What follows belongs to an exercise in optimizing a design on an open flow for small area, a short achievable clock period and few clock cycles; a production flow would make more cautious choices. The RTL was checked by simulation tests, not by an equivalence proof against the original design.

==> inputs of exp/yarrow <==
// GSIM
module GSIM ( clk, reset, in_en, b_in, out_valid, x_out, iter_cnt);
input   clk ;
input   reset;
input   in_en;
output  out_valid;
input   [15:0]  b_in;
output  [31:0]  x_out;
output  [9:0]   iter_cnt;
localparam WS = 49;      
localparam WA = 55;      
reg  [WS*16-1:0] S;      
reg  [16*16-1:0] B;      
reg  [3:0]       ph;     
reg  [3:0]       phb, phc;  
reg  [3*2*4-1:0] mkc;    
reg  [9:0]       nst;    
reg  [9:0]       ndone;  
reg              done;
reg  [1:0]       osel;   
reg  [3:0]       act;    
reg  [3:0]       fq;     
reg  [3:0]       acc;    
reg  [WA*4-1:0]  RS, RC; 
reg  [6*4-1:0]   msk;    
reg  [7*4-1:0]   grp;    
assign out_valid = done;
assign iter_cnt  = ndone;
wire gs = (ph[1:0] == 2'd0) && (ph[3:2] == nst[1:0] + 2'd1) && !nst[9] && !done;
wire [3:0] phn = reset ? 4'd0 : ph + 4'd1;
wire [3:0] phbn = reset ? 4'd0 : phb + 4'd1;
wire [3:0] phcn = reset ? 4'd0 : phc + 4'd1;
wire [3*2*4-1:0] mkc_n;
wire [WS*4-1:0] nv;
wire [WA*4-1:0] RS_n, RC_n;
wire [6*4-1:0]  msk_n;
wire [7*4-1:0]  grp_n;
wire [3:0] now_v, row15, row1, cq;
genvar g;
generate for (g = 0; g < 4; g = g + 1) begin : u
    wire [3:0] row = ph + 4*g;           
    wire [3:0] rn  = phn + 4*g;          
    wire [3:0] rnn = rn + 4'd1;          
    assign msk_n[6*g +: 6] = {2'b00, rnn >= 4'd3, rnn >= 4'd2, rnn <= 4'd14, rnn <= 4'd13};
    wire [WS-1:0] cur = S[WS*(4*g)             +: WS];
    wire [WS-1:0] sm2 = S[WS*((4*g + 14) % 16) +: WS];
    wire [WS-1:0] sm1 = S[WS*((4*g + 15) % 16) +: WS];
    wire [WS-1:0] sp2 = S[WS*((4*g + 2) % 16)  +: WS];
    wire [WS-1:0] sp3 = S[WS*((4*g + 3) % 16)  +: WS];
    wire [15:0]   bn  = B[16*((4*g + 1) % 16)  +: 16];
    wire [3:0] rnb = phbn + 4*g;
    wire [3:0] rnc = phcn + 4*g;
  ...
export LEC_CHECK = 0
export CAP_MARGIN = 20
export CORE_MARGIN = 2
export CORE_UTILIZATION = 40
export PLACE_DENSITY = 0.5
export SLEW_MARGIN = 20
create_clock -name core_clock -period 20.0 [get_ports {clk}]
standard.sh (not shown) runs the stock make flow with config.mk's settings and CLKGATE_MAP_FILE= SYNTH_SCRIPT=/design/flow/synth_recipe.tcl, a recipe that flattens the netlist after the stock synthesis.
==> flow/flow/run.sh <==
#!/bin/bash
# Layout flow: the standard synthesis and layout, with two changes.
# 1. After the standard synthesis, fixinv.py flips the polarity of full-adder
#    cells where that removes inverters (a full adder is self-dual); the logic
#    function and every register stay as they are.
# 2. The layout's timing repair aims for extra setup slack (SETUP_SLACK_MARGIN 10)
#    so that the achieved period shrinks; constraints are unchanged.
# Each tool's output goes to a log file of its own in this folder.
set -euo pipefail
R=orfs/results/${FLOW_PLATFORM:-sky130hd}/GSIM/base
bash standard.sh synth > synth.log 2>&1
python3 flow/fixinv.py $R/1_2_yosys.v $R/1_2_yosys_fixinv.v > fixinv.log 2>&1
cp $R/1_2_yosys.v $R/1_2_yosys_orig.v
cp $R/1_2_yosys_fixinv.v $R/1_2_yosys.v
touch $R/1_2_yosys.v
bash standard.sh finish SETUP_SLACK_MARGIN=10 > layout.log 2>&1
Other scripts of this flow, unchanged in this note and not shown: flow/flow/fixinv.py
==> exp/amber: changes against exp/yarrow <==
--- a/flow/design.v
+++ b/flow/design.v
@@ -29,20 +29,18 @@
 gs_csa #(55) k4 (s1, c1, s2, s4, c4);
 gs_csa #(55) k5 (c2, s3, c3, s5, c5);
 gs_csa #(55) k6 (s4, c4, s5, s6, c6);
 gs_csa #(55) k7 (s6, c6, c5, s7, c7);
 assign rs = s7;
 assign rc = c7;
 endmodule
-module gs_row (rs, rc, m1, p3, old, v, ne);
+module gs_row (rs, rc, m1, p3, v);
 input  [54:0] rs, rc;
 input  [48:0] m1, p3;
-input  [48:0] old;
 output [48:0] v;
-output [6:0]  ne;    
 wire [54:0] e1 = {{6{m1[48]}}, m1};
 wire [54:0] e3 = {{6{p3[48]}}, p3};
 wire [54:0] s1, c1, s2, c2, s3, c3, s4, c4, s5, c5, s6, c6;
 gs_csa #(55) k1 (rs, rc, e1 << 3, s1, c1);
 gs_csa #(55) k2 (e1 << 2, e1, e3, s2, c2);
 gs_csa #(55) k3 (s1, c1, s2, s3, c3);
 gs_csa #(55) k4 (s3, c3, c2, s4, c4);       
@@ -65,23 +63,14 @@
 gs_csa #(81) m3_ (w6, w7, w8, t3, d3);
 gs_csa #(81) m4_ (t1, d1, t2, t4, d4);
 gs_csa #(81) m5_ (d2, t3, d3, t5, d5);
 gs_csa #(81) m6_ (t4, d4, t5, t6, d6);
 gs_csa #(81) m7_ (t6, d6, d5, t7, d7);
 wire [80:0] pr = t7 + d7;
 assign v = pr[80:32];
-wire [32:0] lo = {1'b0, t7[31:0]} + {1'b0, d7[31:0]};
-wire [48:0] ht = t7[80:32];
-wire [48:0] hd = d7[80:32];
-wire [48:0] kc = {(ht[47:0] & hd[47:0]) | ((ht[47:0] ^ hd[47:0]) & ~old[47:0]), lo[32]};
-wire [48:0] df = ht ^ hd ^ old ^ kc;
-genvar k;
-generate for (k = 0; k < 7; k = k + 1) begin : gr
-    assign ne[k] = |df[7*k +: 7];
-end endgenerate
 endmodule
 module GSIM ( clk, reset, in_en, b_in, out_valid, x_out, iter_cnt);
 input   clk ;
 input   reset;
 input   in_en;
 output  out_valid;
 input   [15:0]  b_in;
@@ -131,25 +120,28 @@
     wire [3:0] rnb = phbn + 4*g;
     wire [3:0] rnc = phcn + 4*g;
     assign mkc_n[6*g +: 6] = {rnc >= 4'd1, rnc <= 4'd12, rnb >= 4'd1, rnb <= 4'd12, rn >= 4'd1, rn <= 4'd12};
     wire [WS-1:0] e1  = {{17{mkc[6*g + 5]}}, {16{mkc[6*g + 3]}}, {16{mkc[6*g + 1]}}};
     wire [WS-1:0] e3  = {{17{mkc[6*g + 4]}}, {16{mkc[6*g + 2]}}, {16{mkc[6*g + 0]}}};
     wire [WS-1:0] m1  = sm1 & e1;
     wire [WS-1:0] p3  = sp3 & e3;
-    wire [6:0] ne;
-    gs_row ur (RS[WA*g +: WA], RC[WA*g +: WA], m1, p3, cur, nv[WS*g +: WS], ne);
+    gs_row ur (RS[WA*g +: WA], RC[WA*g +: WA], m1, p3, nv[WS*g +: WS]);
     wire [WS-1:0] m3n = sm2 & {WS{msk[6*g + 3]}};
     wire [WS-1:0] m2n = sm1 & {WS{msk[6*g + 2]}};
     wire [WS-1:0] p1n = sp2 & {WS{msk[6*g + 1]}};
     wire [WS-1:0] p2n = sp3 & {WS{msk[6*g + 0]}};
     gs_pre up (m3n, m2n, p1n, p2n, bn, RS_n[WA*g +: WA], RC_n[WA*g +: WA]);
     assign now_v[g] = act[g] | (gs & (row == 4'd0));
     assign row15[g] = (row == 4'd15);
     assign row1[g]  = (row == 4'd1);
-    assign grp_n[7*g +: 7] = ne & {7{now_v[g]}};
+    wire [WS-1:0] dif = nv[WS*g +: WS] ^ cur;
+    genvar k;
+    for (k = 0; k < 7; k = k + 1) begin : gr
+        assign grp_n[7*g + k] = now_v[g] & (|dif[7*k +: 7]);
+    end
     assign cq[g] = |grp[7*g +: 7];
 end endgenerate
 reg  [WS*16-1:0] S_n;
 reg  [16*16-1:0] B_n;
 integer p;
 always @(*) begin
     for (p = 0; p < 15; p = p + 1) begin
==> flow/flow/run.sh (replaced) <==
#!/bin/bash
# Layout flow: the standard synthesis and layout, with two changes.
# 1. After the standard synthesis, fixinv.py flips the polarity of full-adder
#    cells where that removes inverters (a full adder is self-dual); the logic
#    function and every register stay as they are.
# 2. The layout's timing repair aims for extra setup slack (SETUP_SLACK_MARGIN 8)
#    so that the achieved period shrinks; constraints are unchanged.
# Each tool's output goes to a log file of its own in this folder.
set -euo pipefail
R=orfs/results/${FLOW_PLATFORM:-sky130hd}/GSIM/base
bash standard.sh synth > synth.log 2>&1
python3 flow/fixinv.py $R/1_2_yosys.v $R/1_2_yosys_fixinv.v > fixinv.log 2>&1
cp $R/1_2_yosys.v $R/1_2_yosys_orig.v
cp $R/1_2_yosys_fixinv.v $R/1_2_yosys.v
touch $R/1_2_yosys.v
bash standard.sh finish SETUP_SLACK_MARGIN=8 > layout.log 2>&1
==> notes.md <==
exp/yarrow finished with timing, DRC and antenna clean. exp/amber completed with no timing, DRC or antenna violations.
Of exp/yarrow and exp/amber, exp/yarrow has the higher worst setup slack (gap 0.73 ns).
Between exp/yarrow and exp/amber, the lower non-clock buffer count is in exp/amber (gap 365).
Against exp/yarrow, the area after synthesis of exp/amber is lower by about 3%.
In exp/amber the via count is smaller than in exp/yarrow, by 6.4%.
Register-to-register slack: exp/yarrow is better than exp/amber (0.73 ns).
Between exp/yarrow and exp/amber, the lower utilization is in exp/amber (gap 2.3 points).
In exp/yarrow the worst hold slack is worse than in exp/amber, by 0.042 ns.
Sequential cell count is the same in exp/yarrow and exp/amber.
Of exp/amber and exp/yarrow, exp/yarrow has the higher final area (gap about 7.5%, measured against exp/yarrow).
Of exp/yarrow and exp/amber, exp/yarrow has the higher first-iteration DRC count (gap 12%, measured against exp/amber).
Against exp/yarrow, the clock skew of exp/amber is lower by 0.023 ns.
==> figures <==
quantity                                                                    exp/yarrow      exp/amber
Result of the run                                     no timing/DRC/antenna violations  no timing/DRC/antenna violations
Data required time at the worst endpoint                                      20.75 ns       20.78 ns
Number of DRC markers in iteration 0                                              8290           7424
Wire per inst                                                            28.00 microns  26.42 microns
Fraction of met3 tracks used by global routing                                 0.04292        0.02842
GRT Overall Usage                                                               0.2843         0.2642
Post-DR vias/cell                                                                5.299          5.235
FILL cells                                                                       39172          38828
ClkCell Share                                                                  0.03350        0.03390
Worst hold endpoint                                                              S[24]         B[110]
Met2 Use GR                                                                     0.4498         0.4322
Clock slew at the register clock pins of the worst setup and hold paths        0.06 ns        0.07 ns
M1 WL                                                                         264.1 mm       237.1 mm
Clock Skews                                                                  0.1339 ns      0.1109 ns
Post-route fraction of the period consumed by the critical path                 0.5618         0.5983
Pre-Repair DR Iteration Count                                                        9              6
Count of non-CTS inverters in the layout                                          1814           1393
Average instance area after synthesis                                      11.46 sq um    11.56 sq um
Testbench counts of exp/yarrow, summed over its fixed seeds: cycles 32,524.
Testbench counts of exp/amber, summed over its fixed seeds: cycles 32,524.

[separate check: timing with driven ports]
Ports are ideal in the flow. The routed layouts listed here were re-timed in OpenROAD.
Step 1: set_driving_cell puts a clkbuf_16 on clk and a buf_2 on each other input, an assumption about the parent block.
Step 2 also shifts input and output timing later by t, the mid clock arrival at the registers, as if the neighbouring blocks saw the same clock.
Slacks: no drivers / after step 1 / after step 2; pairs: no drivers / after step 1.
| run | t (ns) | slack for setup (ns) | worst data-port slew with drivers (ns) |
|---|---|---|---|
| exp/yarrow | 0.982 | 8.764 / 8.764 / 8.764 | 0.24 |
| exp/amber | 1.006 | 8.033 / 8.033 / 8.033 | 0.04 |
After both steps every run listed still meets setup and hold.
